What follows belongs to an exercise in optimizing a design on an open flow for small area; a production flow would make more cautious choices.
In this exercise RTL edits were held to simulation tests only and were not proved equivalent to the original.

--- design/flow/config.mk ---
export PLATFORM = sky130hd
export DESIGN_NAME = ofdm_tx_backend
export DESIGN_NICKNAME = ofdm_tx_backend
export VERILOG_FILES = /design/flow/design.v
export SDC_FILE = /design/flow/constraint.sdc
export NUM_CORES = 4
export LEC_CHECK = 0
export CAP_MARGIN = 20
export CORE_MARGIN = 2
export CORE_UTILIZATION = 40
export SLEW_MARGIN = 20
--- design/flow/run.sh ---
#!/bin/bash
# synth_recipe.tcl (not shown) runs the flow's synth.tcl, then flattens the netlist and writes it again
# the make line also repeats each setting of config.mk as NAME=value (left out here)
make -C /OpenROAD-flow-scripts/flow DESIGN_CONFIG=/design/flow/config.mk WORK_HOME=/design/flow/orfs CLKGATE_MAP_FILE= SYNTH_SCRIPT=/design/flow/synth_recipe.tcl finish
--- design/flow/constraint.sdc ---
create_clock -name core_clock -period 5.0 [get_ports {clk}]
set_input_delay 1.0000 -clock core_clock [delete_from_list [all_inputs] [get_ports {clk}]]
set_output_delay 1.0000 -clock core_clock [all_outputs]
set_load 0.01 [all_outputs]
--- design/flow/design.v ---
module STS_generator(
    input       [3:0]   addr,
    output reg  [15:0]  rom
);
    always @(*) begin
        case (addr)
            4'd0: rom = {8'h0c, 8'h0c};
            4'd1: rom = {8'hde, 8'h01};
            4'd2: rom = {8'hfd, 8'hec};
            4'd3: rom = {8'h24, 8'hfd};
            4'd4: rom = {8'h18, 8'h00};
            4'd5: rom = {8'h24, 8'hfd};
            4'd6: rom = {8'hfd, 8'hec};
            4'd7: rom = {8'hde, 8'h01};
            4'd8: rom = {8'h0c, 8'h0c};
            4'd9: rom = {8'h01, 8'hde};
            4'd10: rom = {8'hec, 8'hfd};
            4'd11: rom = {8'hfd, 8'h24};
            4'd12: rom = {8'h00, 8'h18};
            4'd13: rom = {8'hfd, 8'h24};
            4'd14: rom = {8'hec, 8'hfd};
            4'd15: rom = {8'h01, 8'hde};
        endcase
    end
endmodule
module LTS_generator(
    input       [5:0]   addr,
    output reg  [15:0]  rom
);
    always @(*) begin
        case (addr)
            6'd0: rom = {8'h28, 8'h00};
            6'd1: rom = {8'hff, 8'he1};
            6'd2: rom = {8'h0a, 8'he4};
            6'd3: rom = {8'h19, 8'h15};
            6'd4: rom = {8'h05, 8'h07};
            6'd5: rom = {8'h0f, 8'hea};
            6'd6: rom = {8'he3, 8'hf2};
            6'd7: rom = {8'hf6, 8'he5};
            6'd8: rom = {8'h19, 8'hf9};
            6'd9: rom = {8'h0e, 8'h01};
            6'd10: rom = {8'h00, 8'he3};
            6'd11: rom = {8'hdd, 8'hf4};
            6'd12: rom = {8'h06, 8'hf1};
            6'd13: rom = {8'h0f, 8'hfc};
            6'd14: rom = {8'hfa, 8'h29};
            6'd15: rom = {8'h1f, 8'hff};
            6'd16: rom = {8'h10, 8'hf0};
            6'd17: rom = {8'h09, 8'h19};
            6'd18: rom = {8'hf1, 8'h0a};
            6'd19: rom = {8'hde, 8'h11};
            6'd20: rom = {8'h15, 8'h18};
            6'd21: rom = {8'h12, 8'h04};
            6'd22: rom = {8'hf1, 8'h15};
            6'd23: rom = {8'hf2, 8'hfa};
            6'd24: rom = {8'hf7, 8'hd9};
            6'd25: rom = {8'he1, 8'hfc};
            6'd26: rom = {8'hdf, 8'hfb};
            6'd27: rom = {8'h13, 8'hed};
            6'd28: rom = {8'hff, 8'h0e};
            6'd29: rom = {8'he8, 8'h1d};
            6'd30: rom = {8'h17, 8'h1b};
            6'd31: rom = {8'h03, 8'h19};
            6'd32: rom = {8'hd8, 8'h00};
            6'd33: rom = {8'h03, 8'he7};
            6'd34: rom = {8'h17, 8'he5};
            6'd35: rom = {8'he8, 8'he3};
            6'd36: rom = {8'hff, 8'hf2};
            6'd37: rom = {8'h13, 8'h13};
            6'd38: rom = {8'hdf, 8'h05};
            6'd39: rom = {8'he1, 8'h04};
            6'd40: rom = {8'hf7, 8'h27};
            6'd41: rom = {8'hf2, 8'h06};
            6'd42: rom = {8'hf1, 8'heb};
            6'd43: rom = {8'h12, 8'hfc};
            6'd44: rom = {8'h15, 8'he8};
            6'd45: rom = {8'hde, 8'hef};
            6'd46: rom = {8'hf1, 8'hf6};
            6'd47: rom = {8'h09, 8'he7};
            6'd48: rom = {8'h10, 8'h10};
            6'd49: rom = {8'h1f, 8'h01};
            6'd50: rom = {8'hfa, 8'hd7};
            6'd51: rom = {8'h0f, 8'h04};
            6'd52: rom = {8'h06, 8'h0f};
            6'd53: rom = {8'hdd, 8'h0c};
            6'd54: rom = {8'h00, 8'h1d};
            6'd55: rom = {8'h0e, 8'hff};
            6'd56: rom = {8'h19, 8'h07};
            6'd57: rom = {8'hf6, 8'h1b};
            6'd58: rom = {8'he3, 8'h0e};
            6'd59: rom = {8'h0f, 8'h16};
            6'd60: rom = {8'h05, 8'hf9};
            6'd61: rom = {8'h19, 8'heb};
            6'd62: rom = {8'h0a, 8'h1c};
            6'd63: rom = {8'hff, 8'h1f};
        endcase
    end
endmodule
module symbol_train(
    input               clk         ,
    input               rst_n       ,
    input               Tx_Clr      ,
    input               Start_En    ,
    output      [7:0]   Train_Im    ,
    output      [7:0]   Train_Re    ,
    output              Train_Vld
);
    reg  [8:0]  T;
    wire        done = (T == 9'd323);
    always @(posedge clk or negedge rst_n) begin
        if (!rst_n)
            T <= 9'd0;
        else if (Tx_Clr)
            T <= 9'd0;
        else if ((Start_En || T != 9'd0) && !done)
            T <= T + 9'd1;
    end
    assign Train_Vld = (T != 9'd0) && !done;
    wire [8:0]  k      = T - 9'd1;
    wire        is_sts = (T <= 9'd161);
    wire [15:0] sts_w;
    STS_generator u_STS (.addr(k[3:0]), .rom(sts_w));
    wire [15:0] sts = (k == 9'd0 || k == 9'd160) ? 16'h0606 : sts_w;
    wire [8:0]  la = T + 9'd62;
    wire [15:0] lts_w;
    LTS_generator u_LTS (.addr(la[5:0]), .rom(lts_w));
    wire [15:0] lts = (T == 9'd162) ? {8'hEC, lts_w[7:0]} :
                      (T == 9'd322) ? 16'h1400 : lts_w;
    wire [15:0] s = is_sts ? sts : lts;
    assign Train_Re = s[15:8];
    assign Train_Im = s[7:0];
endmodule
module spram_64(
    input               clk ,
    input       [15:0]  din ,
    output      [15:0]  dout,
    output      [15:0]  tap
);
    reg [15:0] r [0:63];
    integer i;
    always @(posedge clk) begin
        r[0] <= din;
        for (i = 1; i < 64; i = i + 1)
            r[i] <= r[i-1];
    end
    assign dout = r[63];
    assign tap  = r[62];
endmodule
module cp_add(
    input               clk         ,
    input               rst_n       ,
    input       [7:0]   Din_Re      ,
    input       [7:0]   Din_Im      ,
    input               Din_En      ,
    input       [5:0]   Din_Index   ,
    output reg  [7:0]   Dout_Re     ,
    output reg  [7:0]   Dout_Im     ,
    output reg          Dout_Vld
);
    wire [15:0] dly, first;
    spram_64 u_buf (.clk(clk), .din({Din_Re, Din_Im}), .dout(dly), .tap(first));
    reg  [7:0]  Prev_Re, Prev_Im;
    always @(posedge clk or negedge rst_n) begin
        if (!rst_n) begin
            Prev_Re <= 8'd0;
            Prev_Im <= 8'd0;
        end else if (Din_Index == 6'd63) begin
            Prev_Re <= first[15:8];
            Prev_Im <= first[7:0];
        end
    end
    reg  [6:0]  rd_cnt;
    wire        rd_en = (rd_cnt != 7'd0);
    always @(posedge clk or negedge rst_n) begin
        if (!rst_n)
            rd_cnt <= 7'd0;
        else if (Din_Index == 6'd62)
            rd_cnt <= 7'd65;
        else if (rd_en)
            rd_cnt <= rd_cnt - 7'd1;
    end
    wire [7:0]  win_re = Prev_Re + Din_Re;
    wire [7:0]  win_im = Prev_Im + Din_Im;
    wire        cp     = (Din_Index[5:4] == 2'b11);
    wire        w48    = cp && (Din_Index[3:0] == 4'd0);
    always @(posedge clk or negedge rst_n) begin
        if (!rst_n)
            Dout_Vld <= 1'b0;
        else
            Dout_Vld <= cp || rd_en;
    end
    always @(posedge clk) begin
        if (w48) begin
            Dout_Re <= {1'b0, win_re[7:1]};
            Dout_Im <= {1'b0, win_im[7:1]};
        end else if (cp) begin
            Dout_Re <= Din_Re;
            Dout_Im <= Din_Im;
        end else begin
            Dout_Re <= dly[15:8];
            Dout_Im <= dly[7:0];
        end
    end
endmodule
`timescale 1ns / 1ps
module ofdm_tx_backend(
    input               clk             ,
    input               rst_n           ,
    input               Tx_Clr          ,
    input               Train_Start_En  ,
    input       [7:0]   Din_Re          ,
    input       [7:0]   Din_Im          ,
    input               Din_En          ,
    input       [5:0]   Din_Index       ,
    output      [7:0]   Dout_Re         ,
    output      [7:0]   Dout_Im         ,
    output              Dout_Vld
);
    wire [7:0]       Train_Im   ;
    wire [7:0]       Train_Re   ;
    wire             Train_Vld  ;
    wire [7:0]       Cp_Out_Re  ;
    wire [7:0]       Cp_Out_Im  ;
    wire             Cp_Out_Vld ;
    symbol_train  u_train (
        .clk                (clk            ),
        .rst_n              (rst_n          ),
        .Tx_Clr             (Tx_Clr         ),
        .Start_En           (Train_Start_En ),
        .Train_Im           (Train_Im       ),
        .Train_Re           (Train_Re       ),
        .Train_Vld          (Train_Vld      )
    );
    cp_add  u_cp_add(
        .clk                (clk            ),
        .rst_n              (rst_n          ),
        .Din_Re             (Din_Re         ),
        .Din_Im             (Din_Im         ),
        .Din_En             (Din_En         ),
        .Din_Index          (Din_Index      ),
        .Dout_Re            (Cp_Out_Re      ),
        .Dout_Im            (Cp_Out_Im      ),
        .Dout_Vld           (Cp_Out_Vld     )
    );
    assign Dout_Im  =  Train_Vld ? Train_Re  : Cp_Out_Re  ;
    assign Dout_Re  =  Train_Vld ? Train_Im  : Cp_Out_Im  ;
    assign Dout_Vld =  Train_Vld | Cp_Out_Vld ;
endmodule
==> results.txt <==
[routing by layer]
layer / GRT usage, % / share of wire [%] / vias up
met5: 0 / 0 / -
met4: 6.15 / 3.0 / 0
met3: 2.87 / 4.5 / 89
met2: 19.8 / 43 / 246
met1: 18.1 / 50 / 5706
li1: - / - / 5873
[path summary, 6_finish.rpt]
kind                                                end  slack (ps)
worst max-delay path                         Dout_Im[0]         130
worst min-delay path            u_cp_add.u_buf.r[19][8]         310
worst max register to register             u_train.T[3]        2580
worst min register to register  u_cp_add.u_buf.r[19][8]         310
max in group asynchronous                  u_train.T[3]        3920
min in group asynchronous            u_cp_add.rd_cnt[0]         470
[kinds of logic after synthesis]
logic type,after synthesis
AOI/OAI and AO/OA,222
xor gates and xnor gates,30
adders and majority gates,28
buffers and inverters,74
DFF,1073
muxes,38
and+or+nand+nor,225
[synthesized netlist by cell type, drive strengths merged (6+ instances only)]
cell type	instances
o211ai	13
and2	6
a21oi	49
xor2	12
ha	26
inv	20
nand3	17
dfrtp	33
o21ai	68
dfxtp	1040
o311a	6
nor3	14
or3	9
a211oi	10
a31oi	8
xnor2	18
nand2b	14
mux2	23
nor2	70
a21o	6
mux2i	14
nand2	71
buf	14
clkbuf	38
[power by group through the flow]
stage	Combinational, W	Sequential [W]	Clock (W)
2_1_floorplan	0.00209	0.00920	0
3_3_place_gp	0.00364	0.00923	0
3_5_place_dp	0.00357	0.00924	0
4_1_cts	0.00363	0.00906	0.00742
5_1_grt	0.00401	0.00909	0.00777
6_report	0.00371	0.00905	0.00722
[through the flow]
| stage | setup WS [ps] | hold WS [ps] | area [um2] | std cells | TNS [ps] |
|---|---|---|---|---|---|
| 4_1_cts | 7.97 | 307 | 30400 | 2750 | 0 |
| 3_5_place_dp | 395 | 312 | 27100 | 2574 | 0 |
| 3_3_place_gp | 371 | 310 | 27100 | 2574 | 0 |
| 5_1_grt | -4.75 | 309 | 30500 | 2750 | -4.75 |
| 6_report | 129 | 308 | 30500 | 2751 | 0 |
| 2_1_floorplan | 1080 | 310 | 25500 | 1690 | 0 |
[critical path, delay by kind of cell (launching register included)]
kind / cells / cell delay (ps)
simple gates: 1 / 410
compound gates: 4 / 1190
flops: 1 / 360
fa+ha+maj: 1 / 230
buf+inv: 3 / 1030
[state kept, by name, summed over array words and instances, names as in the netlist]
| register | cells |
|---|---|
| u_cp_add.Dout_Im | 8 |
| u_cp_add.Dout_Re | 8 |
| u_cp_add.Dout_Vld | 1 |
| u_cp_add.Prev_Im | 8 |
| u_cp_add.Prev_Re | 8 |
| u_cp_add.rd_cnt | 7 |
| u_cp_add.u_buf.r | 1024 |
| u_train.T | 9 |
[layout make-up]
class | count | share of cell area (%)
clock buffers | 135 | 9.08
clock inverters | 38 | 1.47
inverters | 22 | 0.283
flip-flops and latches | 1073 | 71.0
diodes | 1 | 0.00821
repair buffers | 93 | 2.62
multi-input cells | 543 | 12.0
well taps | 846 | 3.47
[repair_timing]
action	in CTS	in global routing
setup endpoints to repair	15	16
setup buffers	3	0
gates resized for setup	6	14
==> impl_metrics.ini <==
[critical_path]
crit_fanout = 24
setup.worst_path.start = u_train.T[0]
critPathMaxStageDelay_ps = 480
crit_path_start_kind = register
crit_required_ps = 4000
cp_slowest_cell = clkdlybuf4s50_1
crit_top_cell = o21ai_0
cp-end-kind = output port
cp.arrival_ps = 3870
crit_chain = buf_4 -> ha_1 -> clkinv_1 -> nor2_1 -> o21ai_0 -> a31oi_1 -> o21ai_0 -> a221o_1 -> clkdlybuf4s50_1
r2r_cells = 9
r2r_start = u_train.T[1]
critPathKind = reg -> out

[route]
drt-wirelength-per-cell_um = 15.4
ant_nets = 0
dr.pass1.iters = 5
drt_iter0_drc = 685
via_per_inst = 4.33
drc = 0
vias = 11914
routed_wl_um = 42400

[synth]
synthTopCellsByArea = dfxtp_1, dfrtp_1, ha_1
synth_seq_cells = 1073
ys_warn_count = 6
synth-seq-area-share_pct = 84.9
synth_area_per_cell_um2 = 15.1
synth_top_family_by_area = compound AO/OA/AOI/OAI gates
synthSimpleGateAreaFrac_pct = 4.11
synth_compound_area_share_pct = 5.67
synthMuxAreaShare_pct = 1.65
synth_nets = 1745
synth_top_area_share_pct = 81.7
synth-xor-area-share_pct = 1.06
synth_edf_count = 0
synthAdderAreaFrac_pct = 1.43
syn-cell-area_um2 = 25500
async_flop_share_pct = 3.08
synthFlopType = dfxtp_1
yosys.area.top_type = dfxtp_1
ys_types = 70
synth_cells = 1690

[final_layout]
layout_commonest_cell = dfxtp_1
fin_nets = 1881
final.fill_count = 5424
register_area_um2 = 21600
multi_input_area_um2 = 3670
final_cell_mix = dfxtp_1, clkbuf_16, nand2_1, nor2_1, o21ai_0
area_growth_pct = 19.6
drive_gt1_share_pct = 13.7
final_util_pct = 48.3

[placement]
gp_routability_congestion = 0.828
io_buffers = 42
dp_hpwl_um = 25900

[global_routing]
grt_overflow_total = 0
gr-usage-all-layers_pct = 13.1
antenna_found_initial = 0
first_global_vias = 12347
grt_pass1_wl_um = 67800
grt_start_max_net_pins = 34

[sta]
skew_ps = 22.2
rsz0062_at_grt = yes
hold_violations = 0
min_period_ps = 4870
final.period_utilization_pct = 97.4
fmax_mhz = 205
relSlewSlack_pct = 37.1
maxSlewViolCount = 0
worst_slew_pin_slew_ps = 942
final-setup-viol-count = 0

[floorplanning]
design.core.area_um2 = 63100
initial_core_util_pct = 40.4
die_w_um = 256
die_h_um = 256
ios = 44
std_cell_rows = 92
dieArea_um2 = 65700

[pwr]
switching_share_pct = 27.0
clockPowerShare_pct = 36.1
total_leakage_power_nw = 12.6
power_w = 0.0200
p_seq_share_pct = 45.3
peakVddDrop_mv = 0.434
p_per_area_nw_per_um2 = 656
netSwitchingPower_w = 0.00539
internal_power_w = 0.0146
share_comb_of_total_power_pct = 18.6

[run]
maxCapViolCount = 0

[cts]
cts_buffers = 93
cts.htree.levels = 3
clock_latency_ps = 630
cts_buffer_depth = 3
hold_buffers = 0
cts_tree = yes
root_buffer = clkbuf_16
path_clk_slew_ps = 60
cts.sinks = 1073

[min_path]
worstHoldPathType = reg -> reg
hold_start = u_cp_add.u_buf.r[18][8]
hold_path_depth = 0

[outcome]
status = complete, no violations

afterwards: timing with drivers on the ports:
In the flow no input, the clock included, has a driving cell. The finished layout below was timed again as built, in two steps. Step 1: set_driving_cell puts a clkbuf_16 on clk and a buf_2 on each other input, an assumption about the parent block. Step 2 adds t to the input delays and takes it off the output delays; t is the mean of the earliest and latest rising clock arrival at the registers after step 1. Input paths then give back, and output paths get back, about the clock's delay inside the block. a / b / c = ideal / step 1 / step 2; a / b = the first two.
shift t [ns]: 0.676
setup slack, ns: 0.129 / 0.073 / 0.749
hold WS [ns]: 0.308 / 0.308 / 0.308
latest minus earliest clock arrival (ns): 0.025 / 0.026
worst data-port slew with drivers (ns): 0.04
After both steps this run still meets setup and hold. The setup slack of this run moves by -0.056 ns with the drivers and by +0.620 ns with both steps.
